What follows belongs to an exercise in optimizing a design on an open flow for small area and a short achievable clock period; a production flow would make more cautious choices. The RTL was checked by simulation tests, not by an equivalence proof against the original design.

**flow/run.sh**
```bash
#!/bin/bash
# Layout flow: the standard synthesis unchanged; after the floorplan every
# combinational cell is set to its smallest drive strength (downsize.tcl), then the standard flow's
# standard layout continues, with timing repair upsizing what the timing needs.
set -euo pipefail
here=$(pwd)
bash standard.sh synth > synth.log 2>&1
bash standard.sh floorplan > floorplan.log 2>&1
odb=$(ls $here/orfs/results/*/pe/base/2_floorplan.odb)
DS_ODB=$odb openroad -no_init -exit flow/downsize.tcl > downsize.log 2>&1
bash standard.sh 'BUFFER_PORTS_ARGS=-buffer_cell sky130_fd_sc_hd__buf_2' SETUP_SLACK_MARGIN=6 finish > layout.log 2>&1
```
**flow/downsize.tcl**
```tcl
# Set every combinational standard cell to the smallest drive strength of the same
# function; timing repair later in the flow upsizes the cells that need it.
# Flip-flops, tap cells and port buffers are left alone.
set odb_file $::env(DS_ODB)
read_db $odb_file
set db [ord::get_db]
set block [ord::get_db_block]
set skip {dfxtp dfxbp dfrtp dfrbp dfstp dfsbp edfxtp sdfxtp tapvpwrvgnd conb clkbuf clkinv}
set n 0
foreach inst [$block getInsts] {
  set m [$inst getMaster]
  set name [$m getName]
  if {![regexp {^sky130_fd_sc_hd__(\w+)_(\d+)$} $name -> base drive]} { continue }
  if {[lsearch -exact $skip $base] >= 0} { continue }
  set best ""
  set best_area [expr {[$m getWidth] * [$m getHeight]}]
  foreach d {0 1 2} {
    if {$d >= $drive} { break }
    set cand [$db findMaster "sky130_fd_sc_hd__${base}_$d"]
    if {$cand eq "NULL" || $cand eq ""} { continue }
    set a [expr {[$cand getWidth] * [$cand getHeight]}]
    if {$a < $best_area} { set best $cand; set best_area $a }
  }
  if {$best ne ""} {
    $inst swapMaster $best
    incr n
  }
}
puts "downsized $n instances"
write_db $odb_file
```
**standard.sh**
```bash
#!/bin/bash
# synth_recipe.tcl (not shown) runs the flow's synth.tcl, then flattens the netlist and writes it again
# the make line also repeats each setting of config.mk as NAME=value (left out here)
make -C /OpenROAD-flow-scripts/flow DESIGN_CONFIG=/design/flow/config.mk WORK_HOME=/design/flow/orfs CLKGATE_MAP_FILE= SYNTH_SCRIPT=/design/flow/synth_recipe.tcl "${@:-finish}"
```
**config.mk**
```make
export PLATFORM = sky130hd
export DESIGN_NAME = pe
export DESIGN_NICKNAME = pe
export VERILOG_FILES = /design/flow/design.v
export SDC_FILE = /design/flow/constraint.sdc
export NUM_CORES = 4
export LEC_CHECK = 0
export CAP_MARGIN = 20
export CORE_MARGIN = 2
export CORE_UTILIZATION = 70
export SETUP_SLACK_MARGIN = 5
export SLEW_MARGIN = 20
export SYNTH_HIERARCHICAL = 1
```
**constraint.sdc**
```tcl
create_clock -name core_clock -period 11.0 [get_ports {clk}]
set_input_delay 2.2000 -clock core_clock [delete_from_list [all_inputs] [get_ports {clk}]]
set_output_delay 2.2000 -clock core_clock [all_outputs]
set_load 0.01 [all_outputs]
```
**design.v**
```verilog
`default_nettype none
`timescale 1ns / 1ps
module pe (
    input wire clk,
    input wire rst,
    input wire [15:0] act,
    input wire [15:0] wgt,
    input wire store,
    input wire reuse,
    input wire [3:0] addr,
    input wire update_out,
    output reg [31:0] out
);
    reg [31:0] accg;              
    reg [31:0] bm_r;              
    reg [7:0] one, two, neg;      
    reg [15:0] r1, r2, r3;        
    reg start;
    wire [31:0] acc_next;
    wire a0 = addr == 4'd0;
    wire a1 = addr == 4'd1;
    wire a2 = addr == 4'd2;
    wire a3 = addr == 4'd3;
    wire [15:0] bm = ({16{~reuse}} & wgt) | ({16{reuse & a1}} & r1)
                   | ({16{reuse & a2}} & r2) | ({16{reuse & a3}} & r3);
    wire [31:0] bsel = rst ? 32'd0 : (reuse & a0) ? acc_next : {16'd0, bm};
    wire keep = ~rst & ~start;
    wire [17:0] ax = {1'b0, act, 1'b0};
    wire [7:0] one_d, two_d;
    genvar g;
    generate for (g = 0; g < 8; g = g + 1) begin : enc
        assign one_d[g] = ax[2*g+1] ^ ax[2*g];
        assign two_d[g] = (ax[2*g+2] & ~ax[2*g+1] & ~ax[2*g]) | (~ax[2*g+2] & ax[2*g+1] & ax[2*g]);
    end endgenerate
    wire [32:0] Bx = {bm_r, 1'b0};
    wire [31:0] pp0;
    wire [29:0] pp1;
    wire [27:0] pp2;
    wire [25:0] pp3;
    wire [23:0] pp4;
    wire [21:0] pp5;
    wire [19:0] pp6;
    wire [17:0] pp7;
    generate for (g = 0; g < 32; g = g + 1) begin : pp
        if (g < 32) pe_bsel b0 (.one(one[0]), .two(two[0]), .neg(neg[0]), .b1(Bx[g+1]), .b0(Bx[g]), .p(pp0[g]));
        if (g < 30) pe_bsel b1 (.one(one[1]), .two(two[1]), .neg(neg[1]), .b1(Bx[g+1]), .b0(Bx[g]), .p(pp1[g]));
        if (g < 28) pe_bsel b2 (.one(one[2]), .two(two[2]), .neg(neg[2]), .b1(Bx[g+1]), .b0(Bx[g]), .p(pp2[g]));
        if (g < 26) pe_bsel b3 (.one(one[3]), .two(two[3]), .neg(neg[3]), .b1(Bx[g+1]), .b0(Bx[g]), .p(pp3[g]));
        if (g < 24) pe_bsel b4 (.one(one[4]), .two(two[4]), .neg(neg[4]), .b1(Bx[g+1]), .b0(Bx[g]), .p(pp4[g]));
        if (g < 22) pe_bsel b5 (.one(one[5]), .two(two[5]), .neg(neg[5]), .b1(Bx[g+1]), .b0(Bx[g]), .p(pp5[g]));
        if (g < 20) pe_bsel b6 (.one(one[6]), .two(two[6]), .neg(neg[6]), .b1(Bx[g+1]), .b0(Bx[g]), .p(pp6[g]));
        if (g < 18) pe_bsel b7 (.one(one[7]), .two(two[7]), .neg(neg[7]), .b1(Bx[g+1]), .b0(Bx[g]), .p(pp7[g]));
    end endgenerate
    wire [31:0] acc_s_g = accg;
    wire [15:0] pp8 = {16{neg[7]}} & bm_r[15:0];      
    wire fs1, fc1;
    pe_fa u0 (.a(neg[0]), .b(acc_s_g[0]), .c(pp0[0]), .s(fs1), .co(fc1));
    wire fs2, fc2;
    pe_fa u1 (.a(acc_s_g[1]), .b(pp0[1]), .c(fc1), .s(fs2), .co(fc2));
    wire fs3, fc3;
    pe_fa u2 (.a(neg[1]), .b(acc_s_g[2]), .c(pp0[2]), .s(fs3), .co(fc3));
    wire fs4, fc4;
    pe_fa u3 (.a(pp1[0]), .b(fs3), .c(fc2), .s(fs4), .co(fc4));
    wire fs5, fc5;
    pe_fa u4 (.a(acc_s_g[3]), .b(pp0[3]), .c(pp1[1]), .s(fs5), .co(fc5));
    wire fs6, fc6;
    pe_fa u5 (.a(fc3), .b(fs5), .c(fc4), .s(fs6), .co(fc6));
    wire fs7, fc7;
    pe_fa u6 (.a(neg[2]), .b(acc_s_g[4]), .c(pp0[4]), .s(fs7), .co(fc7));
    wire fs8, fc8;
    pe_fa u7 (.a(pp1[2]), .b(pp2[0]), .c(fs7), .s(fs8), .co(fc8));
    wire fs9, fc9;
    pe_fa u8 (.a(fc5), .b(fs8), .c(fc6), .s(fs9), .co(fc9));
    wire fs10, fc10;
    pe_fa u9 (.a(acc_s_g[5]), .b(pp0[5]), .c(pp1[3]), .s(fs10), .co(fc10));
    wire fs11, fc11;
    pe_fa u10 (.a(pp2[1]), .b(fc7), .c(fs10), .s(fs11), .co(fc11));
    wire hs1, hc1;
    pe_ha u11 (.a(fc8), .b(fs11), .s(hs1), .co(hc1));
    wire fs12, fc12;
    pe_fa u12 (.a(neg[3]), .b(acc_s_g[6]), .c(pp0[6]), .s(fs12), .co(fc12));
    wire fs13, fc13;
    pe_fa u13 (.a(pp1[4]), .b(pp2[2]), .c(pp3[0]), .s(fs13), .co(fc13));
    wire fs14, fc14;
    pe_fa u14 (.a(fs12), .b(fc10), .c(fs13), .s(fs14), .co(fc14));
    wire fs15, fc15;
    pe_fa u15 (.a(fc11), .b(fs14), .c(hc1), .s(fs15), .co(fc15));
    wire fs16, fc16;
    pe_fa u16 (.a(acc_s_g[7]), .b(pp0[7]), .c(pp1[5]), .s(fs16), .co(fc16));
    wire fs17, fc17;
    pe_fa u17 (.a(pp2[3]), .b(pp3[1]), .c(fc12), .s(fs17), .co(fc17));
    wire fs18, fc18;
    pe_fa u18 (.a(fc13), .b(fs16), .c(fs17), .s(fs18), .co(fc18));
    wire fs19, fc19;
    pe_fa u19 (.a(fc14), .b(fs18), .c(fc15), .s(fs19), .co(fc19));
    wire fs20, fc20;
    pe_fa u20 (.a(neg[4]), .b(acc_s_g[8]), .c(pp0[8]), .s(fs20), .co(fc20));
    wire fs21, fc21;
    pe_fa u21 (.a(pp1[6]), .b(pp2[4]), .c(pp3[2]), .s(fs21), .co(fc21));
    wire fs22, fc22;
    pe_fa u22 (.a(pp4[0]), .b(fs20), .c(fc16), .s(fs22), .co(fc22));
    wire fs23, fc23;
    pe_fa u23 (.a(fs21), .b(fc17), .c(fs22), .s(fs23), .co(fc23));
    wire hs2, hc2;
    pe_ha u24 (.a(fc18), .b(fs23), .s(hs2), .co(hc2));
    wire fs24, fc24;
    pe_fa u25 (.a(acc_s_g[9]), .b(pp0[9]), .c(pp1[7]), .s(fs24), .co(fc24));
    wire fs25, fc25;
    pe_fa u26 (.a(pp2[5]), .b(pp3[3]), .c(pp4[1]), .s(fs25), .co(fc25));
    wire fs26, fc26;
    pe_fa u27 (.a(fc20), .b(fc21), .c(fs24), .s(fs26), .co(fc26));
    wire fs27, fc27;
    pe_fa u28 (.a(fs25), .b(fc22), .c(fs26), .s(fs27), .co(fc27));
    wire fs28, fc28;
    pe_fa u29 (.a(fc23), .b(fs27), .c(hc2), .s(fs28), .co(fc28));
    wire fs29, fc29;
    pe_fa u30 (.a(neg[5]), .b(acc_s_g[10]), .c(pp0[10]), .s(fs29), .co(fc29));
    wire fs30, fc30;
    pe_fa u31 (.a(pp1[8]), .b(pp2[6]), .c(pp3[4]), .s(fs30), .co(fc30));
    wire fs31, fc31;
    pe_fa u32 (.a(pp4[2]), .b(pp5[0]), .c(fs29), .s(fs31), .co(fc31));
    wire fs32, fc32;
    pe_fa u33 (.a(fc24), .b(fc25), .c(fs30), .s(fs32), .co(fc32));
    wire fs33, fc33;
    pe_fa u34 (.a(fs31), .b(fc26), .c(fs32), .s(fs33), .co(fc33));
    wire hs3, hc3;
    pe_ha u35 (.a(fc27), .b(fs33), .s(hs3), .co(hc3));
    wire fs34, fc34;
    pe_fa u36 (.a(acc_s_g[11]), .b(pp0[11]), .c(pp1[9]), .s(fs34), .co(fc34));
    wire fs35, fc35;
    pe_fa u37 (.a(pp2[7]), .b(pp3[5]), .c(pp4[3]), .s(fs35), .co(fc35));
    wire fs36, fc36;
    pe_fa u38 (.a(pp5[1]), .b(fc29), .c(fc30), .s(fs36), .co(fc36));
    wire fs37, fc37;
    pe_fa u39 (.a(fs34), .b(fs35), .c(fc31), .s(fs37), .co(fc37));
    wire fs38, fc38;
    pe_fa u40 (.a(fc32), .b(fs36), .c(fs37), .s(fs38), .co(fc38));
    wire fs39, fc39;
    pe_fa u41 (.a(fc33), .b(fs38), .c(hc3), .s(fs39), .co(fc39));
    wire fs40, fc40;
    pe_fa u42 (.a(neg[6]), .b(acc_s_g[12]), .c(pp0[12]), .s(fs40), .co(fc40));
    wire fs41, fc41;
    pe_fa u43 (.a(pp1[10]), .b(pp2[8]), .c(pp3[6]), .s(fs41), .co(fc41));
    wire fs42, fc42;
    pe_fa u44 (.a(pp4[4]), .b(pp5[2]), .c(pp6[0]), .s(fs42), .co(fc42));
    wire fs43, fc43;
    pe_fa u45 (.a(fs40), .b(fc34), .c(fc35), .s(fs43), .co(fc43));
    wire fs44, fc44;
    pe_fa u46 (.a(fs41), .b(fs42), .c(fc36), .s(fs44), .co(fc44));
    wire fs45, fc45;
    pe_fa u47 (.a(fs43), .b(fc37), .c(fs44), .s(fs45), .co(fc45));
    wire hs4, hc4;
    pe_ha u48 (.a(fc38), .b(fs45), .s(hs4), .co(hc4));
    wire fs46, fc46;
    pe_fa u49 (.a(acc_s_g[13]), .b(pp0[13]), .c(pp1[11]), .s(fs46), .co(fc46));
    wire fs47, fc47;
    pe_fa u50 (.a(pp2[9]), .b(pp3[7]), .c(pp4[5]), .s(fs47), .co(fc47));
    wire fs48, fc48;
    pe_fa u51 (.a(pp5[3]), .b(pp6[1]), .c(fc40), .s(fs48), .co(fc48));
    wire fs49, fc49;
    pe_fa u52 (.a(fc41), .b(fc42), .c(fs46), .s(fs49), .co(fc49));
    wire fs50, fc50;
    pe_fa u53 (.a(fs47), .b(fs48), .c(fc43), .s(fs50), .co(fc50));
    wire fs51, fc51;
    pe_fa u54 (.a(fs49), .b(fc44), .c(fs50), .s(fs51), .co(fc51));
    wire hs5, hc5;
    pe_ha u55 (.a(fc45), .b(fs51), .s(hs5), .co(hc5));
    wire fs52, fc52;
    pe_fa u56 (.a(neg[7]), .b(acc_s_g[14]), .c(pp0[14]), .s(fs52), .co(fc52));
    wire fs53, fc53;
    pe_fa u57 (.a(pp1[12]), .b(pp2[10]), .c(pp3[8]), .s(fs53), .co(fc53));
    wire fs54, fc54;
    pe_fa u58 (.a(pp4[6]), .b(pp5[4]), .c(pp6[2]), .s(fs54), .co(fc54));
    wire fs55, fc55;
    pe_fa u59 (.a(pp7[0]), .b(fs52), .c(fc46), .s(fs55), .co(fc55));
    wire fs56, fc56;
    pe_fa u60 (.a(fc47), .b(fs53), .c(fs54), .s(fs56), .co(fc56));
    wire fs57, fc57;
    pe_fa u61 (.a(fc48), .b(fc49), .c(fs55), .s(fs57), .co(fc57));
    wire fs58, fc58;
    pe_fa u62 (.a(fs56), .b(fc50), .c(fs57), .s(fs58), .co(fc58));
    wire hs6, hc6;
    pe_ha u63 (.a(fc51), .b(fs58), .s(hs6), .co(hc6));
    wire fs59, fc59;
    pe_fa u64 (.a(acc_s_g[15]), .b(pp0[15]), .c(pp1[13]), .s(fs59), .co(fc59));
    wire fs60, fc60;
    pe_fa u65 (.a(pp2[11]), .b(pp3[9]), .c(pp4[7]), .s(fs60), .co(fc60));
    wire fs61, fc61;
    pe_fa u66 (.a(pp5[5]), .b(pp6[3]), .c(pp7[1]), .s(fs61), .co(fc61));
    wire fs62, fc62;
    pe_fa u67 (.a(fc52), .b(fc53), .c(fc54), .s(fs62), .co(fc62));
    wire fs63, fc63;
    pe_fa u68 (.a(fs59), .b(fs60), .c(fs61), .s(fs63), .co(fc63));
    wire fs64, fc64;
    pe_fa u69 (.a(fc55), .b(fc56), .c(fs62), .s(fs64), .co(fc64));
    wire fs65, fc65;
    pe_fa u70 (.a(fs63), .b(fc57), .c(fs64), .s(fs65), .co(fc65));
    wire hs7, hc7;
    pe_ha u71 (.a(fc58), .b(fs65), .s(hs7), .co(hc7));
    wire fs66, fc66;
    pe_fa u72 (.a(acc_s_g[16]), .b(pp8[0]), .c(pp0[16]), .s(fs66), .co(fc66));
    wire fs67, fc67;
    pe_fa u73 (.a(pp1[14]), .b(pp2[12]), .c(pp3[10]), .s(fs67), .co(fc67));
    wire fs68, fc68;
    pe_fa u74 (.a(pp4[8]), .b(pp5[6]), .c(pp6[4]), .s(fs68), .co(fc68));
    wire fs69, fc69;
    pe_fa u75 (.a(pp7[2]), .b(fs66), .c(fc59), .s(fs69), .co(fc69));
    wire fs70, fc70;
    pe_fa u76 (.a(fc60), .b(fc61), .c(fs67), .s(fs70), .co(fc70));
    wire fs71, fc71;
    pe_fa u77 (.a(fs68), .b(fc62), .c(fs69), .s(fs71), .co(fc71));
    wire fs72, fc72;
    pe_fa u78 (.a(fc63), .b(fs70), .c(fc64), .s(fs72), .co(fc72));
    wire fs73, fc73;
    pe_fa u79 (.a(fs71), .b(fs72), .c(fc65), .s(fs73), .co(fc73));
    wire fs74, fc74;
    pe_fa u80 (.a(acc_s_g[17]), .b(pp8[1]), .c(pp0[17]), .s(fs74), .co(fc74));
    wire fs75, fc75;
    pe_fa u81 (.a(pp1[15]), .b(pp2[13]), .c(pp3[11]), .s(fs75), .co(fc75));
    wire fs76, fc76;
    pe_fa u82 (.a(pp4[9]), .b(pp5[7]), .c(pp6[5]), .s(fs76), .co(fc76));
    wire fs77, fc77;
    pe_fa u83 (.a(pp7[3]), .b(fc66), .c(fs74), .s(fs77), .co(fc77));
    wire fs78, fc78;
    pe_fa u84 (.a(fc67), .b(fc68), .c(fs75), .s(fs78), .co(fc78));
    wire fs79, fc79;
    pe_fa u85 (.a(fs76), .b(fc69), .c(fc70), .s(fs79), .co(fc79));
    wire fs80, fc80;
    pe_fa u86 (.a(fs77), .b(fs78), .c(fc71), .s(fs80), .co(fc80));
    wire fs81, fc81;
    pe_fa u87 (.a(fs79), .b(fs80), .c(fc72), .s(fs81), .co(fc81));
    wire fs82, fc82;
    pe_fa u88 (.a(acc_s_g[18]), .b(pp8[2]), .c(pp0[18]), .s(fs82), .co(fc82));
    wire fs83, fc83;
    pe_fa u89 (.a(pp1[16]), .b(pp2[14]), .c(pp3[12]), .s(fs83), .co(fc83));
    wire fs84, fc84;
    pe_fa u90 (.a(pp4[10]), .b(pp5[8]), .c(pp6[6]), .s(fs84), .co(fc84));
    wire fs85, fc85;
    pe_fa u91 (.a(pp7[4]), .b(fc74), .c(fs82), .s(fs85), .co(fc85));
    wire fs86, fc86;
    pe_fa u92 (.a(fc75), .b(fc76), .c(fs83), .s(fs86), .co(fc86));
    wire fs87, fc87;
    pe_fa u93 (.a(fs84), .b(fc77), .c(fc78), .s(fs87), .co(fc87));
    wire fs88, fc88;
    pe_fa u94 (.a(fs85), .b(fs86), .c(fc79), .s(fs88), .co(fc88));
    wire fs89, fc89;
    pe_fa u95 (.a(fs87), .b(fc80), .c(fs88), .s(fs89), .co(fc89));
    wire fs90, fc90;
    pe_fa u96 (.a(acc_s_g[19]), .b(pp8[3]), .c(pp0[19]), .s(fs90), .co(fc90));
    wire fs91, fc91;
    pe_fa u97 (.a(pp1[17]), .b(pp2[15]), .c(pp3[13]), .s(fs91), .co(fc91));
    wire fs92, fc92;
    pe_fa u98 (.a(pp4[11]), .b(pp5[9]), .c(pp6[7]), .s(fs92), .co(fc92));
    wire fs93, fc93;
    pe_fa u99 (.a(pp7[5]), .b(fc82), .c(fs90), .s(fs93), .co(fc93));
    wire fs94, fc94;
    pe_fa u100 (.a(fc83), .b(fc84), .c(fs91), .s(fs94), .co(fc94));
    wire fs95, fc95;
    pe_fa u101 (.a(fs92), .b(fc85), .c(fc86), .s(fs95), .co(fc95));
    wire fs96, fc96;
    pe_fa u102 (.a(fs93), .b(fs94), .c(fc87), .s(fs96), .co(fc96));
    wire fs97, fc97;
    pe_fa u103 (.a(fs95), .b(fc88), .c(fs96), .s(fs97), .co(fc97));
    wire fs98, fc98;
    pe_fa u104 (.a(acc_s_g[20]), .b(pp8[4]), .c(pp0[20]), .s(fs98), .co(fc98));
    wire fs99, fc99;
    pe_fa u105 (.a(pp1[18]), .b(pp2[16]), .c(pp3[14]), .s(fs99), .co(fc99));
    wire fs100, fc100;
    pe_fa u106 (.a(pp4[12]), .b(pp5[10]), .c(pp6[8]), .s(fs100), .co(fc100));
    wire fs101, fc101;
    pe_fa u107 (.a(pp7[6]), .b(fc90), .c(fs98), .s(fs101), .co(fc101));
    wire fs102, fc102;
    pe_fa u108 (.a(fc91), .b(fc92), .c(fs99), .s(fs102), .co(fc102));
    wire fs103, fc103;
    pe_fa u109 (.a(fs100), .b(fc93), .c(fc94), .s(fs103), .co(fc103));
    wire fs104, fc104;
    pe_fa u110 (.a(fs101), .b(fs102), .c(fc95), .s(fs104), .co(fc104));
    wire fs105, fc105;
    pe_fa u111 (.a(fs103), .b(fc96), .c(fs104), .s(fs105), .co(fc105));
    wire fs106, fc106;
    pe_fa u112 (.a(acc_s_g[21]), .b(pp8[5]), .c(pp0[21]), .s(fs106), .co(fc106));
    wire fs107, fc107;
    pe_fa u113 (.a(pp1[19]), .b(pp2[17]), .c(pp3[15]), .s(fs107), .co(fc107));
    wire fs108, fc108;
    pe_fa u114 (.a(pp4[13]), .b(pp5[11]), .c(pp6[9]), .s(fs108), .co(fc108));
    wire fs109, fc109;
    pe_fa u115 (.a(pp7[7]), .b(fc98), .c(fs106), .s(fs109), .co(fc109));
    wire fs110, fc110;
    pe_fa u116 (.a(fc99), .b(fc100), .c(fs107), .s(fs110), .co(fc110));
    wire fs111, fc111;
    pe_fa u117 (.a(fs108), .b(fc101), .c(fc102), .s(fs111), .co(fc111));
    wire fs112, fc112;
    pe_fa u118 (.a(fs109), .b(fs110), .c(fc103), .s(fs112), .co(fc112));
    wire fs113, fc113;
    pe_fa u119 (.a(fs111), .b(fc104), .c(fs112), .s(fs113), .co(fc113));
    wire fs114, fc114;
    pe_fa u120 (.a(acc_s_g[22]), .b(pp8[6]), .c(pp0[22]), .s(fs114), .co(fc114));
    wire fs115, fc115;
    pe_fa u121 (.a(pp1[20]), .b(pp2[18]), .c(pp3[16]), .s(fs115), .co(fc115));
    wire fs116, fc116;
    pe_fa u122 (.a(pp4[14]), .b(pp5[12]), .c(pp6[10]), .s(fs116), .co(fc116));
    wire fs117, fc117;
    pe_fa u123 (.a(pp7[8]), .b(fc106), .c(fs114), .s(fs117), .co(fc117));
    wire fs118, fc118;
    pe_fa u124 (.a(fc107), .b(fc108), .c(fs115), .s(fs118), .co(fc118));
    wire fs119, fc119;
    pe_fa u125 (.a(fs116), .b(fc109), .c(fc110), .s(fs119), .co(fc119));
    wire fs120, fc120;
    pe_fa u126 (.a(fs117), .b(fs118), .c(fc111), .s(fs120), .co(fc120));
    wire fs121, fc121;
    pe_fa u127 (.a(fs119), .b(fc112), .c(fs120), .s(fs121), .co(fc121));
    wire fs122, fc122;
    pe_fa u128 (.a(acc_s_g[23]), .b(pp8[7]), .c(pp0[23]), .s(fs122), .co(fc122));
    wire fs123, fc123;
    pe_fa u129 (.a(pp1[21]), .b(pp2[19]), .c(pp3[17]), .s(fs123), .co(fc123));
    wire fs124, fc124;
    pe_fa u130 (.a(pp4[15]), .b(pp5[13]), .c(pp6[11]), .s(fs124), .co(fc124));
    wire fs125, fc125;
    pe_fa u131 (.a(pp7[9]), .b(fc114), .c(fs122), .s(fs125), .co(fc125));
    wire fs126, fc126;
    pe_fa u132 (.a(fc115), .b(fc116), .c(fs123), .s(fs126), .co(fc126));
    wire fs127, fc127;
    pe_fa u133 (.a(fs124), .b(fc117), .c(fc118), .s(fs127), .co(fc127));
    wire fs128, fc128;
    pe_fa u134 (.a(fs125), .b(fs126), .c(fc119), .s(fs128), .co(fc128));
    wire fs129, fc129;
    pe_fa u135 (.a(fs127), .b(fc120), .c(fs128), .s(fs129), .co(fc129));
    wire fs130, fc130;
    pe_fa u136 (.a(acc_s_g[24]), .b(pp8[8]), .c(pp0[24]), .s(fs130), .co(fc130));
    wire fs131, fc131;
    pe_fa u137 (.a(pp1[22]), .b(pp2[20]), .c(pp3[18]), .s(fs131), .co(fc131));
    wire fs132, fc132;
    pe_fa u138 (.a(pp4[16]), .b(pp5[14]), .c(pp6[12]), .s(fs132), .co(fc132));
    wire fs133, fc133;
    pe_fa u139 (.a(pp7[10]), .b(fc122), .c(fs130), .s(fs133), .co(fc133));
    wire fs134, fc134;
    pe_fa u140 (.a(fc123), .b(fc124), .c(fs131), .s(fs134), .co(fc134));
    wire fs135, fc135;
    pe_fa u141 (.a(fs132), .b(fc125), .c(fc126), .s(fs135), .co(fc135));
    wire fs136, fc136;
    pe_fa u142 (.a(fs133), .b(fs134), .c(fc127), .s(fs136), .co(fc136));
    wire fs137, fc137;
    pe_fa u143 (.a(fs135), .b(fc128), .c(fs136), .s(fs137), .co(fc137));
    wire fs138, fc138;
    pe_fa u144 (.a(acc_s_g[25]), .b(pp8[9]), .c(pp0[25]), .s(fs138), .co(fc138));
    wire fs139, fc139;
    pe_fa u145 (.a(pp1[23]), .b(pp2[21]), .c(pp3[19]), .s(fs139), .co(fc139));
    wire fs140, fc140;
    pe_fa u146 (.a(pp4[17]), .b(pp5[15]), .c(pp6[13]), .s(fs140), .co(fc140));
    wire fs141, fc141;
    pe_fa u147 (.a(pp7[11]), .b(fc130), .c(fs138), .s(fs141), .co(fc141));
    wire fs142, fc142;
    pe_fa u148 (.a(fc131), .b(fc132), .c(fs139), .s(fs142), .co(fc142));
    wire fs143, fc143;
    pe_fa u149 (.a(fs140), .b(fc133), .c(fc134), .s(fs143), .co(fc143));
    wire fs144, fc144;
    pe_fa u150 (.a(fs141), .b(fs142), .c(fc135), .s(fs144), .co(fc144));
    wire fs145, fc145;
    pe_fa u151 (.a(fs143), .b(fc136), .c(fs144), .s(fs145), .co(fc145));
    wire fs146, fc146;
    pe_fa u152 (.a(acc_s_g[26]), .b(pp8[10]), .c(pp0[26]), .s(fs146), .co(fc146));
    wire fs147, fc147;
    pe_fa u153 (.a(pp1[24]), .b(pp2[22]), .c(pp3[20]), .s(fs147), .co(fc147));
    wire fs148, fc148;
    pe_fa u154 (.a(pp4[18]), .b(pp5[16]), .c(pp6[14]), .s(fs148), .co(fc148));
    wire fs149, fc149;
    pe_fa u155 (.a(pp7[12]), .b(fc138), .c(fs146), .s(fs149), .co(fc149));
    wire fs150, fc150;
    pe_fa u156 (.a(fc139), .b(fc140), .c(fs147), .s(fs150), .co(fc150));
    wire fs151, fc151;
    pe_fa u157 (.a(fs148), .b(fc141), .c(fc142), .s(fs151), .co(fc151));
    wire fs152, fc152;
    pe_fa u158 (.a(fs149), .b(fs150), .c(fc143), .s(fs152), .co(fc152));
    wire fs153, fc153;
    pe_fa u159 (.a(fs151), .b(fc144), .c(fs152), .s(fs153), .co(fc153));
    wire fs154, fc154;
    pe_fa u160 (.a(acc_s_g[27]), .b(pp8[11]), .c(pp0[27]), .s(fs154), .co(fc154));
    wire fs155, fc155;
    pe_fa u161 (.a(pp1[25]), .b(pp2[23]), .c(pp3[21]), .s(fs155), .co(fc155));
    wire fs156, fc156;
    pe_fa u162 (.a(pp4[19]), .b(pp5[17]), .c(pp6[15]), .s(fs156), .co(fc156));
    wire fs157, fc157;
    pe_fa u163 (.a(pp7[13]), .b(fc146), .c(fs154), .s(fs157), .co(fc157));
    wire fs158, fc158;
    pe_fa u164 (.a(fc147), .b(fc148), .c(fs155), .s(fs158), .co(fc158));
    wire fs159, fc159;
    pe_fa u165 (.a(fs156), .b(fc149), .c(fc150), .s(fs159), .co(fc159));
    wire fs160, fc160;
    pe_fa u166 (.a(fs157), .b(fs158), .c(fc151), .s(fs160), .co(fc160));
    wire fs161, fc161;
    pe_fa u167 (.a(fs159), .b(fc152), .c(fs160), .s(fs161), .co(fc161));
    wire fs162, fc162;
    pe_fa u168 (.a(acc_s_g[28]), .b(pp8[12]), .c(pp0[28]), .s(fs162), .co(fc162));
    wire fs163, fc163;
    pe_fa u169 (.a(pp1[26]), .b(pp2[24]), .c(pp3[22]), .s(fs163), .co(fc163));
    wire fs164, fc164;
    pe_fa u170 (.a(pp4[20]), .b(pp5[18]), .c(pp6[16]), .s(fs164), .co(fc164));
    wire fs165, fc165;
    pe_fa u171 (.a(pp7[14]), .b(fc154), .c(fs162), .s(fs165), .co(fc165));
    wire fs166, fc166;
    pe_fa u172 (.a(fc155), .b(fc156), .c(fs163), .s(fs166), .co(fc166));
    wire fs167, fc167;
    pe_fa u173 (.a(fs164), .b(fc157), .c(fc158), .s(fs167), .co(fc167));
    wire fs168, fc168;
    pe_fa u174 (.a(fs165), .b(fs166), .c(fc159), .s(fs168), .co(fc168));
    wire fs169, fc169;
    pe_fa u175 (.a(fs167), .b(fc160), .c(fs168), .s(fs169), .co(fc169));
    wire fs170, fc170;
    pe_fa u176 (.a(acc_s_g[29]), .b(pp8[13]), .c(pp0[29]), .s(fs170), .co(fc170));
    wire fs171, fc171;
    pe_fa u177 (.a(pp1[27]), .b(pp2[25]), .c(pp3[23]), .s(fs171), .co(fc171));
    wire fs172, fc172;
    pe_fa u178 (.a(pp4[21]), .b(pp5[19]), .c(pp6[17]), .s(fs172), .co(fc172));
    wire fs173, fc173;
    pe_fa u179 (.a(pp7[15]), .b(fc162), .c(fs170), .s(fs173), .co(fc173));
    wire fs174, fc174;
    pe_fa u180 (.a(fc163), .b(fc164), .c(fs171), .s(fs174), .co(fc174));
    wire fs175, fc175;
    pe_fa u181 (.a(fs172), .b(fc165), .c(fc166), .s(fs175), .co(fc175));
    wire fs176, fc176;
    pe_fa u182 (.a(fs173), .b(fs174), .c(fc167), .s(fs176), .co(fc176));
    wire fs177, fc177;
    pe_fa u183 (.a(fs175), .b(fc168), .c(fs176), .s(fs177), .co(fc177));
    wire fs178, fc178;
    pe_fa u184 (.a(acc_s_g[30]), .b(pp8[14]), .c(pp0[30]), .s(fs178), .co(fc178));
    wire fs179, fc179;
    pe_fa u185 (.a(pp1[28]), .b(pp2[26]), .c(pp3[24]), .s(fs179), .co(fc179));
    wire fs180, fc180;
    pe_fa u186 (.a(pp4[22]), .b(pp5[20]), .c(pp6[18]), .s(fs180), .co(fc180));
    wire fs181, fc181;
    pe_fa u187 (.a(pp7[16]), .b(fc170), .c(fs178), .s(fs181), .co(fc181));
    wire fs182, fc182;
    pe_fa u188 (.a(fc171), .b(fc172), .c(fs179), .s(fs182), .co(fc182));
    wire fs183, fc183;
    pe_fa u189 (.a(fs180), .b(fc173), .c(fc174), .s(fs183), .co(fc183));
    wire fs184, fc184;
    pe_fa u190 (.a(fs181), .b(fs182), .c(fc175), .s(fs184), .co(fc184));
    wire fs185, fc185;
    pe_fa u191 (.a(fs183), .b(fc176), .c(fs184), .s(fs185), .co(fc185));
    wire fs186, fc186;
    pe_fa u192 (.a(acc_s_g[31]), .b(pp8[15]), .c(pp0[31]), .s(fs186), .co(fc186));
    wire fs187, fc187;
    pe_fa u193 (.a(pp1[29]), .b(pp2[27]), .c(pp3[25]), .s(fs187), .co(fc187));
    wire fs188, fc188;
    pe_fa u194 (.a(pp4[23]), .b(pp5[21]), .c(pp6[19]), .s(fs188), .co(fc188));
    wire fs189, fc189;
    pe_fa u195 (.a(pp7[17]), .b(fc178), .c(fs186), .s(fs189), .co(fc189));
    wire fs190, fc190;
    pe_fa u196 (.a(fc179), .b(fc180), .c(fs187), .s(fs190), .co(fc190));
    wire fs191, fc191;
    pe_fa u197 (.a(fs188), .b(fc181), .c(fc182), .s(fs191), .co(fc191));
    wire fs192, fc192;
    pe_fa u198 (.a(fs189), .b(fs190), .c(fc183), .s(fs192), .co(fc192));
    wire fs193, fc193;
    pe_fa u199 (.a(fs191), .b(fc184), .c(fs192), .s(fs193), .co(fc193));
    wire [31:0] row_a = {fc185, fc177, fc169, fc161, fc153, fc145, fc137, fc129, fc121, fc113, fc105, fc97, fc89, fc81, fs81, hc7, hc6, hc5, hc4, hs4, fs39, hs3, fs28, hs2, fs19, fs15, hs1, fs9, fs6, fs4, fs2, fs1};
    wire [31:0] row_b = {fs193, fs185, fs177, fs169, fs161, fs153, fs145, fs137, fs129, fs121, fs113, fs105, fs97, fs89, fc73, fs73, hs7, hs6, hs5, fc39, 1'b0, fc28, 1'b0, fc19, 1'b0, 1'b0, fc9, 1'b0, 1'b0, 1'b0, 1'b0, 1'b0};
    wire [31:0] cg0 = row_a & row_b;
    wire [31:0] cp0 = row_a ^ row_b;
    wire [31:0] cg1, cp1;
    assign cg1[0] = cg0[0]; assign cp1[0] = cp0[0];
    assign cg1[1] = cg0[1] | (cp0[1] & cg0[0]); assign cp1[1] = cp0[1] & cp0[0];
    assign cg1[2] = cg0[2] | (cp0[2] & cg0[1]); assign cp1[2] = cp0[2] & cp0[1];
    assign cg1[3] = cg0[3] | (cp0[3] & cg0[2]); assign cp1[3] = cp0[3] & cp0[2];
    assign cg1[4] = cg0[4] | (cp0[4] & cg0[3]); assign cp1[4] = cp0[4] & cp0[3];
    assign cg1[5] = cg0[5] | (cp0[5] & cg0[4]); assign cp1[5] = cp0[5] & cp0[4];
    assign cg1[6] = cg0[6] | (cp0[6] & cg0[5]); assign cp1[6] = cp0[6] & cp0[5];
    assign cg1[7] = cg0[7] | (cp0[7] & cg0[6]); assign cp1[7] = cp0[7] & cp0[6];
    assign cg1[8] = cg0[8] | (cp0[8] & cg0[7]); assign cp1[8] = cp0[8] & cp0[7];
    assign cg1[9] = cg0[9] | (cp0[9] & cg0[8]); assign cp1[9] = cp0[9] & cp0[8];
    assign cg1[10] = cg0[10] | (cp0[10] & cg0[9]); assign cp1[10] = cp0[10] & cp0[9];
    assign cg1[11] = cg0[11] | (cp0[11] & cg0[10]); assign cp1[11] = cp0[11] & cp0[10];
    assign cg1[12] = cg0[12] | (cp0[12] & cg0[11]); assign cp1[12] = cp0[12] & cp0[11];
    assign cg1[13] = cg0[13] | (cp0[13] & cg0[12]); assign cp1[13] = cp0[13] & cp0[12];
    assign cg1[14] = cg0[14] | (cp0[14] & cg0[13]); assign cp1[14] = cp0[14] & cp0[13];
    assign cg1[15] = cg0[15] | (cp0[15] & cg0[14]); assign cp1[15] = cp0[15] & cp0[14];
    assign cg1[16] = cg0[16] | (cp0[16] & cg0[15]); assign cp1[16] = cp0[16] & cp0[15];
    assign cg1[17] = cg0[17] | (cp0[17] & cg0[16]); assign cp1[17] = cp0[17] & cp0[16];
    assign cg1[18] = cg0[18] | (cp0[18] & cg0[17]); assign cp1[18] = cp0[18] & cp0[17];
    assign cg1[19] = cg0[19] | (cp0[19] & cg0[18]); assign cp1[19] = cp0[19] & cp0[18];
    assign cg1[20] = cg0[20] | (cp0[20] & cg0[19]); assign cp1[20] = cp0[20] & cp0[19];
    assign cg1[21] = cg0[21] | (cp0[21] & cg0[20]); assign cp1[21] = cp0[21] & cp0[20];
    assign cg1[22] = cg0[22] | (cp0[22] & cg0[21]); assign cp1[22] = cp0[22] & cp0[21];
    assign cg1[23] = cg0[23] | (cp0[23] & cg0[22]); assign cp1[23] = cp0[23] & cp0[22];
    assign cg1[24] = cg0[24] | (cp0[24] & cg0[23]); assign cp1[24] = cp0[24] & cp0[23];
    assign cg1[25] = cg0[25] | (cp0[25] & cg0[24]); assign cp1[25] = cp0[25] & cp0[24];
    assign cg1[26] = cg0[26] | (cp0[26] & cg0[25]); assign cp1[26] = cp0[26] & cp0[25];
    assign cg1[27] = cg0[27] | (cp0[27] & cg0[26]); assign cp1[27] = cp0[27] & cp0[26];
    assign cg1[28] = cg0[28] | (cp0[28] & cg0[27]); assign cp1[28] = cp0[28] & cp0[27];
    assign cg1[29] = cg0[29] | (cp0[29] & cg0[28]); assign cp1[29] = cp0[29] & cp0[28];
    assign cg1[30] = cg0[30] | (cp0[30] & cg0[29]); assign cp1[30] = cp0[30] & cp0[29];
    assign cg1[31] = cg0[31] | (cp0[31] & cg0[30]); assign cp1[31] = cp0[31] & cp0[30];
    wire [31:0] cg2, cp2;
    assign cg2[0] = cg1[0]; assign cp2[0] = cp1[0];
    assign cg2[1] = cg1[1]; assign cp2[1] = cp1[1];
    assign cg2[2] = cg1[2] | (cp1[2] & cg1[0]); assign cp2[2] = cp1[2] & cp1[0];
    assign cg2[3] = cg1[3] | (cp1[3] & cg1[1]); assign cp2[3] = cp1[3] & cp1[1];
    assign cg2[4] = cg1[4] | (cp1[4] & cg1[2]); assign cp2[4] = cp1[4] & cp1[2];
    assign cg2[5] = cg1[5] | (cp1[5] & cg1[3]); assign cp2[5] = cp1[5] & cp1[3];
    assign cg2[6] = cg1[6] | (cp1[6] & cg1[4]); assign cp2[6] = cp1[6] & cp1[4];
    assign cg2[7] = cg1[7] | (cp1[7] & cg1[5]); assign cp2[7] = cp1[7] & cp1[5];
    assign cg2[8] = cg1[8] | (cp1[8] & cg1[6]); assign cp2[8] = cp1[8] & cp1[6];
    assign cg2[9] = cg1[9] | (cp1[9] & cg1[7]); assign cp2[9] = cp1[9] & cp1[7];
    assign cg2[10] = cg1[10] | (cp1[10] & cg1[8]); assign cp2[10] = cp1[10] & cp1[8];
    assign cg2[11] = cg1[11] | (cp1[11] & cg1[9]); assign cp2[11] = cp1[11] & cp1[9];
    assign cg2[12] = cg1[12] | (cp1[12] & cg1[10]); assign cp2[12] = cp1[12] & cp1[10];
    assign cg2[13] = cg1[13] | (cp1[13] & cg1[11]); assign cp2[13] = cp1[13] & cp1[11];
    assign cg2[14] = cg1[14] | (cp1[14] & cg1[12]); assign cp2[14] = cp1[14] & cp1[12];
    assign cg2[15] = cg1[15] | (cp1[15] & cg1[13]); assign cp2[15] = cp1[15] & cp1[13];
    assign cg2[16] = cg1[16] | (cp1[16] & cg1[14]); assign cp2[16] = cp1[16] & cp1[14];
    assign cg2[17] = cg1[17] | (cp1[17] & cg1[15]); assign cp2[17] = cp1[17] & cp1[15];
    assign cg2[18] = cg1[18] | (cp1[18] & cg1[16]); assign cp2[18] = cp1[18] & cp1[16];
    assign cg2[19] = cg1[19] | (cp1[19] & cg1[17]); assign cp2[19] = cp1[19] & cp1[17];
    assign cg2[20] = cg1[20] | (cp1[20] & cg1[18]); assign cp2[20] = cp1[20] & cp1[18];
    assign cg2[21] = cg1[21] | (cp1[21] & cg1[19]); assign cp2[21] = cp1[21] & cp1[19];
    assign cg2[22] = cg1[22] | (cp1[22] & cg1[20]); assign cp2[22] = cp1[22] & cp1[20];
    assign cg2[23] = cg1[23] | (cp1[23] & cg1[21]); assign cp2[23] = cp1[23] & cp1[21];
    assign cg2[24] = cg1[24] | (cp1[24] & cg1[22]); assign cp2[24] = cp1[24] & cp1[22];
    assign cg2[25] = cg1[25] | (cp1[25] & cg1[23]); assign cp2[25] = cp1[25] & cp1[23];
    assign cg2[26] = cg1[26] | (cp1[26] & cg1[24]); assign cp2[26] = cp1[26] & cp1[24];
    assign cg2[27] = cg1[27] | (cp1[27] & cg1[25]); assign cp2[27] = cp1[27] & cp1[25];
    assign cg2[28] = cg1[28] | (cp1[28] & cg1[26]); assign cp2[28] = cp1[28] & cp1[26];
    assign cg2[29] = cg1[29] | (cp1[29] & cg1[27]); assign cp2[29] = cp1[29] & cp1[27];
    assign cg2[30] = cg1[30] | (cp1[30] & cg1[28]); assign cp2[30] = cp1[30] & cp1[28];
    assign cg2[31] = cg1[31] | (cp1[31] & cg1[29]); assign cp2[31] = cp1[31] & cp1[29];
    wire [31:0] cg3, cp3;
    assign cg3[0] = cg2[0]; assign cp3[0] = cp2[0];
    assign cg3[1] = cg2[1]; assign cp3[1] = cp2[1];
    assign cg3[2] = cg2[2]; assign cp3[2] = cp2[2];
    assign cg3[3] = cg2[3]; assign cp3[3] = cp2[3];
    assign cg3[4] = cg2[4] | (cp2[4] & cg2[0]); assign cp3[4] = cp2[4] & cp2[0];
    assign cg3[5] = cg2[5] | (cp2[5] & cg2[1]); assign cp3[5] = cp2[5] & cp2[1];
    assign cg3[6] = cg2[6] | (cp2[6] & cg2[2]); assign cp3[6] = cp2[6] & cp2[2];
    assign cg3[7] = cg2[7] | (cp2[7] & cg2[3]); assign cp3[7] = cp2[7] & cp2[3];
    assign cg3[8] = cg2[8] | (cp2[8] & cg2[4]); assign cp3[8] = cp2[8] & cp2[4];
    assign cg3[9] = cg2[9] | (cp2[9] & cg2[5]); assign cp3[9] = cp2[9] & cp2[5];
    assign cg3[10] = cg2[10] | (cp2[10] & cg2[6]); assign cp3[10] = cp2[10] & cp2[6];
    assign cg3[11] = cg2[11] | (cp2[11] & cg2[7]); assign cp3[11] = cp2[11] & cp2[7];
    assign cg3[12] = cg2[12] | (cp2[12] & cg2[8]); assign cp3[12] = cp2[12] & cp2[8];
    assign cg3[13] = cg2[13] | (cp2[13] & cg2[9]); assign cp3[13] = cp2[13] & cp2[9];
    assign cg3[14] = cg2[14] | (cp2[14] & cg2[10]); assign cp3[14] = cp2[14] & cp2[10];
    assign cg3[15] = cg2[15] | (cp2[15] & cg2[11]); assign cp3[15] = cp2[15] & cp2[11];
    assign cg3[16] = cg2[16] | (cp2[16] & cg2[12]); assign cp3[16] = cp2[16] & cp2[12];
    assign cg3[17] = cg2[17] | (cp2[17] & cg2[13]); assign cp3[17] = cp2[17] & cp2[13];
    assign cg3[18] = cg2[18] | (cp2[18] & cg2[14]); assign cp3[18] = cp2[18] & cp2[14];
    assign cg3[19] = cg2[19] | (cp2[19] & cg2[15]); assign cp3[19] = cp2[19] & cp2[15];
    assign cg3[20] = cg2[20] | (cp2[20] & cg2[16]); assign cp3[20] = cp2[20] & cp2[16];
    assign cg3[21] = cg2[21] | (cp2[21] & cg2[17]); assign cp3[21] = cp2[21] & cp2[17];
    assign cg3[22] = cg2[22] | (cp2[22] & cg2[18]); assign cp3[22] = cp2[22] & cp2[18];
    assign cg3[23] = cg2[23] | (cp2[23] & cg2[19]); assign cp3[23] = cp2[23] & cp2[19];
    assign cg3[24] = cg2[24] | (cp2[24] & cg2[20]); assign cp3[24] = cp2[24] & cp2[20];
    assign cg3[25] = cg2[25] | (cp2[25] & cg2[21]); assign cp3[25] = cp2[25] & cp2[21];
    assign cg3[26] = cg2[26] | (cp2[26] & cg2[22]); assign cp3[26] = cp2[26] & cp2[22];
    assign cg3[27] = cg2[27] | (cp2[27] & cg2[23]); assign cp3[27] = cp2[27] & cp2[23];
    assign cg3[28] = cg2[28] | (cp2[28] & cg2[24]); assign cp3[28] = cp2[28] & cp2[24];
    assign cg3[29] = cg2[29] | (cp2[29] & cg2[25]); assign cp3[29] = cp2[29] & cp2[25];
    assign cg3[30] = cg2[30] | (cp2[30] & cg2[26]); assign cp3[30] = cp2[30] & cp2[26];
    assign cg3[31] = cg2[31] | (cp2[31] & cg2[27]); assign cp3[31] = cp2[31] & cp2[27];
    wire [31:0] cg4, cp4;
    assign cg4[0] = cg3[0]; assign cp4[0] = cp3[0];
    assign cg4[1] = cg3[1]; assign cp4[1] = cp3[1];
    assign cg4[2] = cg3[2]; assign cp4[2] = cp3[2];
    assign cg4[3] = cg3[3]; assign cp4[3] = cp3[3];
    assign cg4[4] = cg3[4]; assign cp4[4] = cp3[4];
    assign cg4[5] = cg3[5]; assign cp4[5] = cp3[5];
    assign cg4[6] = cg3[6]; assign cp4[6] = cp3[6];
    assign cg4[7] = cg3[7]; assign cp4[7] = cp3[7];
    assign cg4[8] = cg3[8] | (cp3[8] & cg3[0]); assign cp4[8] = cp3[8] & cp3[0];
    assign cg4[9] = cg3[9] | (cp3[9] & cg3[1]); assign cp4[9] = cp3[9] & cp3[1];
    assign cg4[10] = cg3[10] | (cp3[10] & cg3[2]); assign cp4[10] = cp3[10] & cp3[2];
    assign cg4[11] = cg3[11] | (cp3[11] & cg3[3]); assign cp4[11] = cp3[11] & cp3[3];
    assign cg4[12] = cg3[12] | (cp3[12] & cg3[4]); assign cp4[12] = cp3[12] & cp3[4];
    assign cg4[13] = cg3[13] | (cp3[13] & cg3[5]); assign cp4[13] = cp3[13] & cp3[5];
    assign cg4[14] = cg3[14] | (cp3[14] & cg3[6]); assign cp4[14] = cp3[14] & cp3[6];
    assign cg4[15] = cg3[15] | (cp3[15] & cg3[7]); assign cp4[15] = cp3[15] & cp3[7];
    assign cg4[16] = cg3[16] | (cp3[16] & cg3[8]); assign cp4[16] = cp3[16] & cp3[8];
    assign cg4[17] = cg3[17] | (cp3[17] & cg3[9]); assign cp4[17] = cp3[17] & cp3[9];
    assign cg4[18] = cg3[18] | (cp3[18] & cg3[10]); assign cp4[18] = cp3[18] & cp3[10];
    assign cg4[19] = cg3[19] | (cp3[19] & cg3[11]); assign cp4[19] = cp3[19] & cp3[11];
    assign cg4[20] = cg3[20] | (cp3[20] & cg3[12]); assign cp4[20] = cp3[20] & cp3[12];
    assign cg4[21] = cg3[21] | (cp3[21] & cg3[13]); assign cp4[21] = cp3[21] & cp3[13];
    assign cg4[22] = cg3[22] | (cp3[22] & cg3[14]); assign cp4[22] = cp3[22] & cp3[14];
    assign cg4[23] = cg3[23] | (cp3[23] & cg3[15]); assign cp4[23] = cp3[23] & cp3[15];
    assign cg4[24] = cg3[24] | (cp3[24] & cg3[16]); assign cp4[24] = cp3[24] & cp3[16];
    assign cg4[25] = cg3[25] | (cp3[25] & cg3[17]); assign cp4[25] = cp3[25] & cp3[17];
    assign cg4[26] = cg3[26] | (cp3[26] & cg3[18]); assign cp4[26] = cp3[26] & cp3[18];
    assign cg4[27] = cg3[27] | (cp3[27] & cg3[19]); assign cp4[27] = cp3[27] & cp3[19];
    assign cg4[28] = cg3[28] | (cp3[28] & cg3[20]); assign cp4[28] = cp3[28] & cp3[20];
    assign cg4[29] = cg3[29] | (cp3[29] & cg3[21]); assign cp4[29] = cp3[29] & cp3[21];
    assign cg4[30] = cg3[30] | (cp3[30] & cg3[22]); assign cp4[30] = cp3[30] & cp3[22];
    assign cg4[31] = cg3[31] | (cp3[31] & cg3[23]); assign cp4[31] = cp3[31] & cp3[23];
    wire [31:0] cg5, cp5;
    assign cg5[0] = cg4[0]; assign cp5[0] = cp4[0];
    assign cg5[1] = cg4[1]; assign cp5[1] = cp4[1];
    assign cg5[2] = cg4[2]; assign cp5[2] = cp4[2];
    assign cg5[3] = cg4[3]; assign cp5[3] = cp4[3];
    assign cg5[4] = cg4[4]; assign cp5[4] = cp4[4];
    assign cg5[5] = cg4[5]; assign cp5[5] = cp4[5];
    assign cg5[6] = cg4[6]; assign cp5[6] = cp4[6];
    assign cg5[7] = cg4[7]; assign cp5[7] = cp4[7];
    assign cg5[8] = cg4[8]; assign cp5[8] = cp4[8];
    assign cg5[9] = cg4[9]; assign cp5[9] = cp4[9];
    assign cg5[10] = cg4[10]; assign cp5[10] = cp4[10];
    assign cg5[11] = cg4[11]; assign cp5[11] = cp4[11];
    assign cg5[12] = cg4[12]; assign cp5[12] = cp4[12];
    assign cg5[13] = cg4[13]; assign cp5[13] = cp4[13];
    assign cg5[14] = cg4[14]; assign cp5[14] = cp4[14];
    assign cg5[15] = cg4[15]; assign cp5[15] = cp4[15];
    assign cg5[16] = cg4[16] | (cp4[16] & cg4[0]); assign cp5[16] = cp4[16] & cp4[0];
    assign cg5[17] = cg4[17] | (cp4[17] & cg4[1]); assign cp5[17] = cp4[17] & cp4[1];
    assign cg5[18] = cg4[18] | (cp4[18] & cg4[2]); assign cp5[18] = cp4[18] & cp4[2];
    assign cg5[19] = cg4[19] | (cp4[19] & cg4[3]); assign cp5[19] = cp4[19] & cp4[3];
    assign cg5[20] = cg4[20] | (cp4[20] & cg4[4]); assign cp5[20] = cp4[20] & cp4[4];
    assign cg5[21] = cg4[21] | (cp4[21] & cg4[5]); assign cp5[21] = cp4[21] & cp4[5];
    assign cg5[22] = cg4[22] | (cp4[22] & cg4[6]); assign cp5[22] = cp4[22] & cp4[6];
    assign cg5[23] = cg4[23] | (cp4[23] & cg4[7]); assign cp5[23] = cp4[23] & cp4[7];
    assign cg5[24] = cg4[24] | (cp4[24] & cg4[8]); assign cp5[24] = cp4[24] & cp4[8];
    assign cg5[25] = cg4[25] | (cp4[25] & cg4[9]); assign cp5[25] = cp4[25] & cp4[9];
    assign cg5[26] = cg4[26] | (cp4[26] & cg4[10]); assign cp5[26] = cp4[26] & cp4[10];
    assign cg5[27] = cg4[27] | (cp4[27] & cg4[11]); assign cp5[27] = cp4[27] & cp4[11];
    assign cg5[28] = cg4[28] | (cp4[28] & cg4[12]); assign cp5[28] = cp4[28] & cp4[12];
    assign cg5[29] = cg4[29] | (cp4[29] & cg4[13]); assign cp5[29] = cp4[29] & cp4[13];
    assign cg5[30] = cg4[30] | (cp4[30] & cg4[14]); assign cp5[30] = cp4[30] & cp4[14];
    assign cg5[31] = cg4[31] | (cp4[31] & cg4[15]); assign cp5[31] = cp4[31] & cp4[15];
    assign acc_next = cp0 ^ {cg5[30:0], 1'b0};
    always @(posedge clk) begin
        bm_r <= bsel;
        one <= one_d;
        two <= two_d;
        neg <= {act[15], act[13], act[11], act[9], act[7], act[5], act[3], act[1]};
        accg <= {32{keep}} & acc_next;
        if (rst) begin
            r1 <= 16'd0;
            r2 <= 16'd0;
            r3 <= 16'd0;
            out <= 32'd0;
            start <= 1'b0;
        end else begin
            if (store && a1) r1 <= wgt;
            if (store && a2) r2 <= wgt;
            if (store && a3) r3 <= wgt;
            if (update_out) out <= acc_next;
            start <= update_out;
        end
    end
endmodule
module pe_bsel (input wire one, input wire two, input wire neg, input wire b1, input wire b0, output wire p);
    assign p = ((one & b1) | (two & b0)) ^ neg;
endmodule
module pe_fa (input wire a, input wire b, input wire c, output wire s, output wire co);
    assign s = a ^ b ^ c;
    assign co = (a & b) | (a & c) | (b & c);
endmodule
module pe_ha (input wire a, input wire b, output wire s, output wire co);
    assign s = a ^ b;
    assign co = a & b;
endmodule
```
==> impl_metrics.csv, run 1 <==
group,metric,value,unit
routing,via_per_inst,7.12,
global_routing,grt_use_total,41.1,%
global_routing,antenna_found_initial,2,
cts,worstSkewPairLatency,450,ps
cts,cts-buffers-inserted,17,
routing,drt-pass1-iter-count,6,
yosys,syn_inst,1390,
sta,tightest_slew,1120,ps
cells_and_area,drive_above_1_share,28.1,%
cells_and_area,finalInstanceArea,0.0176,mm2
yosys,synth_area,0.0152,mm2
critical_path,crit_type,"reg2reg",
floorplanning,dieHeight,151,um
global_routing,grt_pass1_vias,12300,
floorplanning,dieArea,0.0229,mm2
sta,max_freq,190,MHz
placed_design,io_buffers,72,
sta,fin_hold_ws,455,ps
cts,tritoncts,"done",
yosys,yosysWarningCount,7,
cells_and_area,area_growth,16.1,%
sta,grt_setup_unrepaired,"true",
routing,vias,13000,
placed_design,place_congestion,1.01,
floorplanning,core-area,0.0212,mm2
cts,clkSinkCount,169,
cts,clockRootBuffer,"clkbuf_16",
placed_design,dp_hpwl,29.1,mm
routing,drt_iter0_drc,1523,
routing,drc,0,
critical_path,crit_arrival,5580,ps
sta,tns,0,ps
sta,period_share,48.0,%
cells_and_area,layout_common_cells,"186 x xnor2_1, 178 x a22oi_1, 142 x fa_1",
yosys,post_synth.cell_area_avg,10.9,um2
cts,clockBufferDepth,2,
critical_path,required,11310,ps
routing,routed_wl,52.2,mm
critical_path,worst-path-max-fanout,14,
floorplanning,placementRows,53,
placed_design,dpl-instance-area,0.0148,mm2
sta,timing.slew.headroom,25.3,%
global_routing,grt_max_degree,63,
cells_and_area,final_common_cell,"xnor2_1",
run_status,status,"finished clean",
yosys,synth_flop_cell,"dfxtp_1",
sta,setup_viol,0,
floorplanning,start_util,71.8,%
job,maxCapViolations,0,
floorplanning,die_x,151,um
cells_and_area,fin_util,83.4,%
cts,htree_levels,4,
global_routing,grt-ovfl-total,0,
yosys,synth_edf_count,0,
cells_and_area,nets,1804,
routing,final_antenna_net_count,0,
sta,hold_violations,0,
cts,clk_pin_slew,80,ps
sta,fin_skew,21.8,ps
worst_hold_path,min_path_type,"reg2reg",
sta,min_period,5280,ps
routing,avgRoutedWirePerCell,28.5,um
yosys,yosysUniqueCellTypes,65,
yosys,ys_seq_area_share,22.3,%
global_routing,grt_pass1_wl,70.0,mm
critical_path,start_kind,"flip-flop",
sta,drv_slew,0,
critical_path,critPathCaptureType,"flip-flop",
yosys,synthArstFlopShare,0,%
yosys,synth_seq_cells,169,
floorplanning,pin_count,73,
[Yosys stat by module (local to each module, per instance)]
module	copies in the design	cells inside
pe_bsel	200	2
pe_ha	7	1
pe	1	790
pe_fa	193	1
[cells in the mapped netlist, types with 11 or more instances]
cell | instances | area (um2)
inv_1 | 11 | 41.3
a22oi_2 | 200 | 2500
a221oi_1 | 16 | 140
xor2_1 | 17 | 149
nor2_1 | 89 | 334
and2_1 | 25 | 156
xnor2_1 | 213 | 1870
fa_1 | 193 | 3860
a211oi_1 | 12 | 90.1
a221o_1 | 13 | 130
nand2b_1 | 17 | 106
dfxtp_1 | 169 | 3380
nor3_1 | 13 | 65.1
a21oi_1 | 75 | 375
nand2_1 | 127 | 477
o21ai_0 | 18 | 90.1
ha_1 | 30 | 375
clkbuf_1 | 29 | 109
[area by class of cell]
| cell class | instances | area (um2) |
|---|---|---|
| multi-input combinational | 1174 | 11700 |
| fill | 1176 | 3510 |
| clock inverter | 15 | 171 |
| inverter | 12 | 45.0 |
| timing repair buffer | 166 | 1440 |
| tap | 275 | 344 |
| antenna | 1 | 2.50 |
| clock buffer | 17 | 425 |
| sequential | 169 | 3520 |
[sequential cells by signal, summed over array words and instances (netlist names)]
register  count
accg         32
bm_r         32
out          32
r1           16
r2           16
r3           16
neg           8
one           8
two           8
start         1
[routing by layer]
layer	GRT usage, %	wire [um]	vias up
li1	-	-	5254
met1	56.2	18500	6333
met2	62.1	22900	1110
met3	10.6	7290	332
met4	17.9	3420	2
met5	0	44	-
[critical path: stages, from the launching register on]
cell	delay, ps
dfxtp_4	390
buf_12	160
a22oi_1	280
xnor2_1	210
fa_1	490
fa_1	410
fa_1	420
fa_1	500
fa_2	620
ha_4	250
and3_4	180
a221o_1	320
a21o_1	210
a31oi_2	150
o22ai_2	140
xnor2_2	270
a211oi_2	100
[kinds of logic after synthesis]
logic type | count (synthesis) | share of synthesized area (%)
AO/OA/AOI/OAI | 393 | 24.9
AND/OR/NAND/NOR | 310 | 9.23
XOR/XNOR | 230 | 13.3
adder cells (fa/ha/maj) | 223 | 27.9
flip-flops | 169 | 22.3
buffers and inverters | 54 | 1.74
multiplexers | 10 | 0.659
other | 1 | 0.0247
[through the flow]
stage | cells | setup slack (ps)
floorplan | 1397 | 5320
global placement | 1723 | 5120
detailed placement | 1723 | 4990
CTS | 1778 | 5980
global route | 1828 | 5720
finish | 1829 | 5720
[timing repair]
| item | in CTS | in global routing |
|---|---|---|
| pin swaps | 68 | 113 |
| gates cloned | 5 | 3 |
| resized for setup | 194 | 142 |
| setup endpoints to repair | 56 | 49 |
| hold endpoints to repair | 0 | 0 |
| setup buffers | 18 | 47 |
| hold buffers | 0 | 0 |
[path summary, 6_finish.rpt]
kind	end	depth (start not counted)	slack [ps]	from
worst max-delay path	out[31]	16	5720	one[2]
worst max register to register	out[31]	16	5720	one[2]
worst min register to register	r1[14]	2	460	r1[14]
worst min-delay path	r1[14]	2	460	r1[14]
==> inputs of run 2 (changes only) <==
--- a/config.mk
+++ b/config.mk
@@ -7,7 +7,7 @@
 export LEC_CHECK = 0
 export CAP_MARGIN = 20
 export CORE_MARGIN = 2
-export CORE_UTILIZATION = 70
+export CORE_UTILIZATION = 45
 export SETUP_SLACK_MARGIN = 5
 export SLEW_MARGIN = 20
 export SYNTH_HIERARCHICAL = 1
==> run 2 against run 1 <==
  * Count of clock-buffer cells in the layout unchanged
  * Hold slack improved by 1.5 ps
  * Critical endpoint is now accg[25]
  * Core utilization decreased by 29 points
  * Synthesized cell count unchanged
  * Area after synthesis unchanged
  * Sequential share of layout area decreased by 0.54 points
==> impl_metrics.csv, run 2 <==
group,metric,value,unit
cells_and_area,antennaDiodeCount,0,
yosys,yosysUniqueCellTypes,65,
critical_path,worstReg2RegStart,"one[0]",
yosys,synthArstFlopShare,0,%
sta,hold_violations,0,
yosys,synth_area,0.0152,mm2
global_routing,grt_pass1_vias,12000,
global_routing,grt_use_total,27.3,%
cells_and_area,layout_common_cells,"190 x xnor2_1, 164 x a22oi_1, 132 x fa_1",
floorplanning,start_util,45.5,%
sta,tns,0,ps
routing,via_per_inst,6.12,
sta,fin_skew,18.6,ps
placed_design,dp.cells,1897,
cts,htree_levels,4,
placed_design,io_buffers,72,
cells_and_area,nets,1834,
yosys,syn_inst,1390,
sta,drv_slew,0,
routing,drt_iter0_drc,1498,
sta,min_period,5090,ps
routing,routed_wl,50.4,mm
placed_design,dp_hpwl,30.4,mm
floorplanning,die_x,188,um
critical_path,path_cells,"buf_12 > a22oi_2 > xnor2_2 > fa_2 > fa_2 > fa_2 > fa_1 > fa_2 > ha_4 > a21oi_4 > o21ai_2 > a211oi_2 > nand2_1 > a31oi_2 > xor2_1 > buf_4 > nor2_1",
routing,final_antenna_net_count,0,
cts,clockRootBuffer,"clkbuf_16",
sta,max_freq,197,MHz
floorplanning,placementRows,67,
critical_path,critPathCaptureType,"flip-flop",
floorplanning,dieHeight,188,um
floorplanning,core-area,0.0334,mm2
yosys,yosys.area.top_type,"fa_1",
cts,cts-buffers-inserted,17,
yosys,synth.most_common_cell,"xnor2_1",
sta,timing.slew.headroom,37.4,%
yosys,synth_seq_cells,169,
routing,drt-pass1-iter-count,6,
routing,vias,12400,
critical_path,cpMostUsedCell,"fa_2",
yosys,ys_seq_area_share,22.3,%
yosys,post_synth.cell_area_avg,10.9,um2
global_routing,grt_pass1_wl,73.8,mm
yosys,synth_edf_count,0,
routing,drc,0,
worst_hold_path,hold_start,"r2[8]",
cells_and_area,final_common_cell,"xnor2_1",
critical_path,required,11300,ps
worst_hold_path,whs_endpoint,"r2[8]",
critical_path,start_kind,"flip-flop",
critical_path,crit_arrival,5380,ps
sta,grt_setup_unrepaired,"true",
critical_path,crit_type,"reg2reg",
global_routing,grt-ovfl-total,0,
yosys,yosysWarningCount,7,
critical_path,r2r_cells,17,
cts,clockBufferDepth,2,
critical_path,worst-path-max-fanout,8,
cts,worstSkewPairLatency,450,ps
cts,clkSinkCount,169,
routing,avgRoutedWirePerCell,24.8,um
critical_path,slowest_stage,"fa_2",
cts,cts_hold_buf,0,
cells_and_area,area_growth,19.8,%
cts,clk_pin_slew,90,ps
yosys,synth_flop_cell,"dfxtp_1",
run_status,status,"finished clean",
sta,setup_viol,0,
global_routing,grt_max_degree,80,
sta,fin_hold_ws,457,ps
placed_design,place_congestion,0.911,
cts,tritoncts,"done",
cells_and_area,finalNonFillerCells,2031,
yosys,synth_common_cells,"213 x xnor2_1, 200 x a22oi_2, 193 x fa_1",
critical_path,cpPeakStageDelay,610,ps
yosys,synth_top_area_share,25.4,%
floorplanning,pin_count,73,
critical_path,r2r-end,"accg[25]",
global_routing,antenna_found_initial,1,
sta,period_share,46.3,%
sta,tightest_slew,939,ps
job,maxCapViolations,0,
critical_path,r2r_slack,5910,ps
worst_hold_path,min_path_type,"reg2reg",
cells_and_area,largest_registers,"accg: 32 flops, bm_r: 32 flops, out: 32 flops",
yosys,synth_area_leaders,"fa_1 25%, dfxtp_1 22%, a22oi_2 16%",
worst_hold_path,hold_depth,2,
cells_and_area,drive_above_1_share,30.4,%
floorplanning,dieArea,0.0353,mm2
run 2: cell counts after synthesis:
No cell type changed its count.
run 2: routing by layer:
metal	GRT usage, %	up-vias	wire, um	share of wire [%]
met5	0	-	11	0.022
met4	9.18	2	1960	3.9
met3	6.49	132	4720	9.4
met2	41.8	727	23000	46
met1	38.1	6260	20700	41
li1	-	5311	-	-
run 2: how the worst max path moves through the flow:
stage	start	endpoint	slack [ps]	cells past startpoint
2_1_floorplan	one[0]	out[24]	5320	15
3_3_place_gp	bm_r[14]	out[25]	5080	15
3_5_place_dp	bm_r[14]	out[25]	5090	15
4_1_cts	one[1]	out[25]	5980	17
5_1_grt	one[0]	out[25]	5810	17
6_report	one[0]	accg[25]	5910	17
run 2: logic make-up after synthesis:
family	share of synthesized area (%)
compound gates	24.9
xor+xnor	13.3
fa+ha+maj	27.9
buf+inv	1.74
flops	22.3
mux	0.659
other cells	0.0247
simple gates	9.23
run 2: what timing repair did:
action | CTS | global route
setup endpoints to repair | 55 | 44
pin swaps | 76 | 105
cloned | 7 | 5
setup buffers | 22 | 68
hold endpoints to repair | 0 | 0
resized for setup | 199 | 150
run 2: final cells by class:
class                           instances  area, um2
Inverter                               12       45.0
Clock inverter                         15        216
Tap cell                              448        561
Fill cell                            2903      15200
Timing Repair Buffer                  196       1770
Clock buffer                           17        425
Multi-Input combinational cell       1174      11700
Sequential cell                       169       3530
run 2: modules after synthesis, one instance, submodules excluded:
| module | cell area [um2] | flip-flops and latches |
|---|---|---|
| pe | 6990 | 169 |
| pe_bsel | 21.3 | 0 |
| pe_fa | 20.0 | 0 |
| pe_ha | 12.5 | 0 |
run 2: worst max-delay path: cells and delay by family, from the launching register on:
kind / cells / cell delay [ps]
adders and majority gates: 6 / 2610
DFF: 1 / 410
buffers and inverters: 2 / 320
and+or+nand+nor: 2 / 190
AOI/OAI and AO/OA: 5 / 1010
xor gates and xnor gates: 2 / 360
run 2: per-stage QoR:
| step | area [um2] | setup slack (ps) | util (%) |
|---|---|---|---|
| global placement | 15000 | 5080 | 45.1 |
| CTS | 16800 | 5980 | 50.4 |
| finish | 18200 | 5910 | 54.6 |
| detailed placement | 15000 | 5090 | 45.1 |
| floorplan | 15200 | 5320 | - |
| global route | 18200 | 5810 | 54.6 |

==> afterwards: timing with drivers on the ports <==
How much do the figures lean on ideal ports? The routed layouts below were timed once more, with nothing changed but the port constraints.
Step 1, drivers: a clkbuf_16 drives clk and a buf_2 each remaining input, both assumed.
Step 2 times the ports against the registers' clock, not the clock port: input delays grow and output delays shrink by t, the midpoint of the rising clock arrivals with the driver on.
Three values: no drivers, after step 1, after step 2; two values: the first two.
run | t, ns | setup WS [ns] | cell pins on the clock port's net
run 1 | 0.488 | 5.724 / 5.724 / 5.724 | 1
run 2 | 0.497 | 5.912 / 5.912 / 5.912 | 1
After both steps every run listed still meets setup and hold.
